What follows belongs to an exercise in optimizing a design on an open flow for small area; a production flow would make more cautious choices. RTL that was checked went through simulation tests only; none was proved equivalent to the original. No driver is modelled on the clock port, so clocking that relies on it looks cheaper here than on a real chip. Power is estimated from default activity; no workload was simulated.

== job 2801 ==
==> flow/design.v <==
module bcd_to_seg7 (
    input wire [3:0] bcd,
    output reg [6:0] seg7   
);
    always @(*) begin
        case (bcd)
            4'd0: seg7 = 7'b1000000;   
            4'd1: seg7 = 7'b1111001;   
            4'd2: seg7 = 7'b0100100;   
            4'd3: seg7 = 7'b0110000;   
            4'd4: seg7 = 7'b0011001;   
            4'd5: seg7 = 7'b0010010;   
            4'd6: seg7 = 7'b0000010;   
            4'd7: seg7 = 7'b1111000;   
            4'd8: seg7 = 7'b0000000;   
            4'd9: seg7 = 7'b0010000;   
            default: seg7 = 7'b1111111;   
        endcase
    end
endmodule
module top_stopwatch (
    input wire clk,
    input wire CLR,
    input wire PAUSE,
    input wire record_btn_raw,
    input wire browse_btn_raw,
    output wire [15:0] DATA,
    output wire [1:0] LED_TEST,
    output wire LED15,
    output wire LED14,
    output wire LED13,
    output wire LED12
);
    wire rst_n = CLR;
    reg [1:0] lo;
    reg [2:0] hi;
    reg [2:0] hi_next;
    wire tick_scan = (lo == 2'b01);
    wire tick_cnt  = tick_scan & (hi == 3'b011);
    always @(*) begin
        case (hi)
            3'b000: hi_next = 3'b001;
            3'b001: hi_next = 3'b011;
            3'b011: hi_next = 3'b111;
            3'b111: hi_next = 3'b110;
            default: hi_next = 3'b000;
        endcase
    end
    always @(posedge clk or negedge rst_n) begin
        if (!rst_n) begin
            lo <= 2'b00;
            hi <= 3'b000;
        end
        else begin
            lo <= {lo[0], ~lo[1]};
            if (lo == 2'b10)
                hi <= hi_next;
        end
    end
    reg rec_dly, brw_dly;
    wire rec_press = ~record_btn_raw & rec_dly;
    wire brw_press = ~browse_btn_raw & brw_dly;
    always @(posedge clk or negedge rst_n) begin
        if (!rst_n) begin
            rec_dly <= 1'b1;
            brw_dly <= 1'b1;
        end
        else begin
            rec_dly <= record_btn_raw;
            brw_dly <= browse_btn_raw;
        end
    end
    localparam [2:0] LIVE = 3'b010;
    function [2:0] jnext;
        input [2:0] c;
        jnext = {c[1:0], ~c[2]};
    endfunction
    reg [2:0] browse;
    reg [2:0] scan;
    reg [2:0] rec_idx;
    wire browsing = (browse != LIVE);
    wire do_record = rec_press & ~browsing;
    always @(posedge clk or negedge rst_n) begin
        if (!rst_n) begin
            browse  <= LIVE;
            rec_idx <= 3'b000;
        end
        else begin
            if (browsing) begin
                if (rec_press)
                    browse <= jnext(browse);
                else if (brw_press)
                    browse <= LIVE;
            end
            else begin
                if (rec_press)
                    rec_idx <= jnext(rec_idx);
                else if (brw_press)
                    browse <= 3'b000;
            end
        end
    end
    reg [6:0] centi;
    reg [5:0] sec;
    reg [5:0] min;
    wire en_c = tick_cnt & PAUSE & ~browsing;
    wire wrap_c = en_c & centi[6] & centi[5] & centi[1] & centi[0];
    wire wrap_s = wrap_c & sec[5] & sec[4] & sec[3] & sec[1] & sec[0];
    wire wrap_m = wrap_s & min[5] & min[4] & min[3] & min[1] & min[0];
    wire [6:0] t_c;
    wire [5:0] t_s, t_m;
    assign t_c[0] = en_c;
    assign t_s[0] = wrap_c;
    assign t_m[0] = wrap_s;
    genvar gi;
    generate
        for (gi = 1; gi < 7; gi = gi + 1) begin : g_c
            assign t_c[gi] = t_c[gi-1] & centi[gi-1];
        end
        for (gi = 1; gi < 6; gi = gi + 1) begin : g_sm
            assign t_s[gi] = t_s[gi-1] & sec[gi-1];
            assign t_m[gi] = t_m[gi-1] & min[gi-1];
        end
    endgenerate
    always @(posedge clk or negedge rst_n) begin
        if (!rst_n) begin
            centi <= 7'd0;
            sec <= 6'd0;
            min <= 6'd0;
        end
        else begin
            centi <= (centi ^ t_c) & ~({7{wrap_c}} & 7'b1100100);
            sec <= (sec ^ t_s) & ~({6{wrap_s}} & 6'b111100);
            min <= (min ^ t_m) & ~({6{wrap_m}} & 6'b111100);
        end
    end
    wire [18:0] live = {min, sec, centi};
    wire clear = (scan == 3'd0);
    reg [18:0] slot0, slot1, slot2, slot3, slot4, slot5;
    always @(posedge clk) begin
        if (clear || (do_record && rec_idx == 3'b000)) slot0 <= live;
        if (clear || (do_record && rec_idx == 3'b001)) slot1 <= live;
        if (clear || (do_record && rec_idx == 3'b011)) slot2 <= live;
        if (clear || (do_record && rec_idx == 3'b111)) slot3 <= live;
        if (clear || (do_record && rec_idx == 3'b110)) slot4 <= live;
        if (clear || (do_record && rec_idx == 3'b100)) slot5 <= live;
    end
    reg [2:0] src;
    always @(posedge clk)
        src <= browse;
    reg [18:0] shown;
    always @(*) begin
        case (src)
            3'b000: shown = slot0;
            3'b001: shown = slot1;
            3'b011: shown = slot2;
            3'b111: shown = slot3;
            3'b110: shown = slot4;
            3'b100: shown = slot5;
            LIVE:   shown = live;
            default: shown = 19'd0;
        endcase
    end
    reg [3:0] digit;    
    reg [2:0] scan_n;
    reg [1:0] fsel;
    reg dsel;
    reg [7:0] sel;
    always @(*) begin
        case (scan)
            3'd0: begin scan_n = 3'd4; fsel = 2'd0; dsel = 1'b0; sel = 8'b00000000; end
            3'd4: begin scan_n = 3'd6; fsel = 2'd0; dsel = 1'b1; sel = 8'b00000010; end
            3'd6: begin scan_n = 3'd7; fsel = 2'd1; dsel = 1'b0; sel = 8'b00000001; end
            3'd7: begin scan_n = 3'd3; fsel = 2'd1; dsel = 1'b1; sel = 8'b10000000; end
            3'd3: begin scan_n = 3'd1; fsel = 2'd2; dsel = 1'b0; sel = 8'b01000000; end
            3'd1: begin scan_n = 3'd5; fsel = 2'd2; dsel = 1'b1; sel = 8'b00100000; end
            3'd5: begin scan_n = 3'd4; fsel = 2'd0; dsel = 1'b0; sel = 8'b00010000; end
            default: begin scan_n = 3'd4; fsel = 2'd0; dsel = 1'b0; sel = 8'b00000000; end
        endcase
    end
    reg [6:0] field;
    always @(*) begin
        case (fsel)
            2'd0: field = {1'b0, shown[18:13]};
            2'd1: field = {1'b0, shown[12:7]};
            default: field = shown[6:0];
        endcase
    end
    wire [3:0] tens = field / 7'd10;
    wire [3:0] ones = field % 7'd10;
    always @(posedge clk or negedge rst_n) begin
        if (!rst_n) begin
            scan <= 3'd0;
            digit <= 4'd8;
        end
        else if (tick_scan) begin
            scan <= scan_n;
            digit <= dsel ? ones : tens;
        end
    end
    wire [6:0] seg;
    bcd_to_seg7 u_seg (.bcd(digit), .seg7(seg));
    assign DATA = {sel, 1'b0, seg};
    assign LED_TEST = {brw_press, rec_press};
    assign LED15 = ~CLR;
    assign LED14 = ~PAUSE;
    assign LED13 = ~record_btn_raw;
    assign LED12 = ~browse_btn_raw;
endmodule
==> flow/config.mk <==
export PLATFORM = sky130hd
export DESIGN_NAME = top_stopwatch
export DESIGN_NICKNAME = top_stopwatch
export VERILOG_FILES = /design/flow/design.v
export SDC_FILE = /design/flow/constraint.sdc
export NUM_CORES = 4
export LEC_CHECK = 0
export ABC_AREA = 1
export CAP_MARGIN = 0
export CORE_MARGIN = 2
export CORE_UTILIZATION = 65
export PLACE_DENSITY = 0.75
export SLEW_MARGIN = 0
==> flow/constraint.sdc <==
create_clock -name core_clock -period 10.0 [get_ports {clk}]
set_input_delay 2.0000 -clock core_clock [delete_from_list [all_inputs] [get_ports {clk}]]
set_output_delay 2.0000 -clock core_clock [all_outputs]
set_load 0.01 [all_outputs]
standard.sh (not shown) runs the stock make flow with config.mk's settings and CLKGATE_MAP_FILE= SYNTH_SCRIPT=/design/flow/synth_recipe.tcl, a recipe that flattens the netlist after the stock synthesis.
==> flow/flow/run.sh <==
#!/bin/bash
# Own layout flow: the standard flow (standard.sh), with these changes to how
# the layout is made:
#   * synthesis maps the combinational logic with an area-oriented ABC script
#     (flow/abc_area.script) instead of ORFS's abc_area.script; registers are
#     mapped by the unchanged standard synthesis before ABC runs;
#   * port buffers use sky130_fd_sc_hd__buf_1 (still one buffer per port);
#   * clock tree synthesis uses clkbuf_4 leaf buffers under a clkbuf_8 root and
#     inserts no dummy loads; after it, flow/post_cts.tcl upsizes to clkbuf_8
#     each leaf buffer whose estimated clock-pin slew is over 100 ps.
# Each step's full output goes to a log file of its own in this folder.
set -euo pipefail
W=$(pwd)
rm -rf "$W/scripts_mod"
cp -r "$FLOW_HOME/scripts" "$W/scripts_mod"
cp "$W/flow/abc_area.script" "$W/scripts_mod/abc_area.script"
export SCRIPTS_DIR="$W/scripts_mod"
export BUFFER_PORTS_ARGS="-buffer_cell sky130_fd_sc_hd__buf_1"
export CTS_ARGS="-sink_clustering_enable -repair_clock_nets -dont_use_dummy_load -buf_list sky130_fd_sc_hd__clkbuf_4 -root_buf sky130_fd_sc_hd__clkbuf_8"
export POST_CTS_TCL="$W/flow/post_cts.tcl"
bash standard.sh synth > "$W/log_synth.txt" 2>&1
bash standard.sh floorplan > "$W/log_floorplan.txt" 2>&1
bash standard.sh place > "$W/log_place.txt" 2>&1
bash standard.sh cts > "$W/log_cts.txt" 2>&1
bash standard.sh route > "$W/log_route.txt" 2>&1
bash standard.sh finish > "$W/log_finish.txt" 2>&1
test -f "$W/out/final.def"
Other scripts of this flow, unchanged in this note and not shown: flow/flow/abc_area.script, flow/flow/post_cts.tcl
## Diff of input files: job 3012 against job 2801
diff --git a/flow/design.v b/flow/design.v
--- a/flow/design.v
+++ b/flow/design.v
@@ -136,5 +136,5 @@
     end
     wire [18:0] live = {min, sec, centi};
-    wire clear = (scan == 3'd0);
+    wire clear = (scan == 3'd2);
     reg [18:0] slot0, slot1, slot2, slot3, slot4, slot5;
     always @(posedge clk) begin
@@ -169,12 +169,12 @@
     always @(*) begin
         case (scan)
-            3'd0: begin scan_n = 3'd4; fsel = 2'd0; dsel = 1'b0; sel = 8'b00000000; end
-            3'd4: begin scan_n = 3'd6; fsel = 2'd0; dsel = 1'b1; sel = 8'b00000010; end
-            3'd6: begin scan_n = 3'd7; fsel = 2'd1; dsel = 1'b0; sel = 8'b00000001; end
-            3'd7: begin scan_n = 3'd3; fsel = 2'd1; dsel = 1'b1; sel = 8'b10000000; end
-            3'd3: begin scan_n = 3'd1; fsel = 2'd2; dsel = 1'b0; sel = 8'b01000000; end
-            3'd1: begin scan_n = 3'd5; fsel = 2'd2; dsel = 1'b1; sel = 8'b00100000; end
-            3'd5: begin scan_n = 3'd4; fsel = 2'd0; dsel = 1'b0; sel = 8'b00010000; end
-            default: begin scan_n = 3'd4; fsel = 2'd0; dsel = 1'b0; sel = 8'b00000000; end
+            3'd2: begin scan_n = 3'd0; fsel = 2'd0; dsel = 1'b0; sel = 8'b00000000; end
+            3'd0: begin scan_n = 3'd1; fsel = 2'd0; dsel = 1'b1; sel = 8'b00000010; end
+            3'd1: begin scan_n = 3'd3; fsel = 2'd1; dsel = 1'b0; sel = 8'b00000001; end
+            3'd3: begin scan_n = 3'd7; fsel = 2'd1; dsel = 1'b1; sel = 8'b10000000; end
+            3'd7: begin scan_n = 3'd6; fsel = 2'd2; dsel = 1'b0; sel = 8'b01000000; end
+            3'd6: begin scan_n = 3'd4; fsel = 2'd2; dsel = 1'b1; sel = 8'b00100000; end
+            3'd4: begin scan_n = 3'd0; fsel = 2'd0; dsel = 1'b0; sel = 8'b00010000; end
+            default: begin scan_n = 3'd0; fsel = 2'd0; dsel = 1'b0; sel = 8'b00000000; end
         endcase
     end
@@ -191,5 +191,5 @@
     always @(posedge clk or negedge rst_n) begin
         if (!rst_n) begin
-            scan <= 3'd0;
+            scan <= 3'd2;
             digit <= 4'd8;
         end
### Flow results
Diff job 3012 and job 2801: number of combinational gates with multiple inputs higher in job 2801. Looking at clock period minus final worst setup slack, job 3012 sits 34 ps below job 2801. Job 3012 and job 2801 ended up with roughly the same synthesized area. From job 2801 to job 3012 the numbers moved as follows: worst setup slack went up; global-route usage now sits lower. Row power density over the cells: job 3012 lower / job 2801 higher. Against job 2801, worst supply voltage drop on vdd in job 3012 fell by a few percent. Between job 2801 and job 3012, the fraction of standard cell area in multi-input logic figures differ only marginally. Diff job 2801 -> job 3012: relative slew slack was more or less identical; routed wire length moved down; fmax rose 0.0014 GHz; largest clock skew in the final design moved up; logic gate share of total power roughly the same. Between job 3012 and job 2801, the global routing met1 resource utilization is higher for job 2801.
For job 3012, only the layout was checked, not whether the RTL still works.

[afterwards: timing with drivers on the ports]
Ports are ideal in the flow. The routed layouts listed here were re-timed in OpenROAD.
Step 1 sets driving cells, clkbuf_16 on the clock port and buf_2 on the other inputs (assumed; they add their load-dependent delay and slew).
Step 2 also shifts input and output timing later by t, the mid clock arrival at the registers, as if the neighbouring blocks saw the same clock.
Slacks: ideal ports / drivers / drivers and shift; pairs: ideal ports / drivers.
run | t (ns) | setup WS [ns] | hold slack, ns | worst slew at a driven data input, ns | pins driven straight from the clock port
job 2801 | 0.453 | 4.973 / 4.973 / 4.973 | 0.424 / 0.424 / 0.424 | 0.03 | 1
job 3012 | 0.442 | 5.007 / 5.007 / 5.007 | 0.423 / 0.423 / 0.423 | 0.03 | 1
After both steps setup and hold are still met in every run listed.
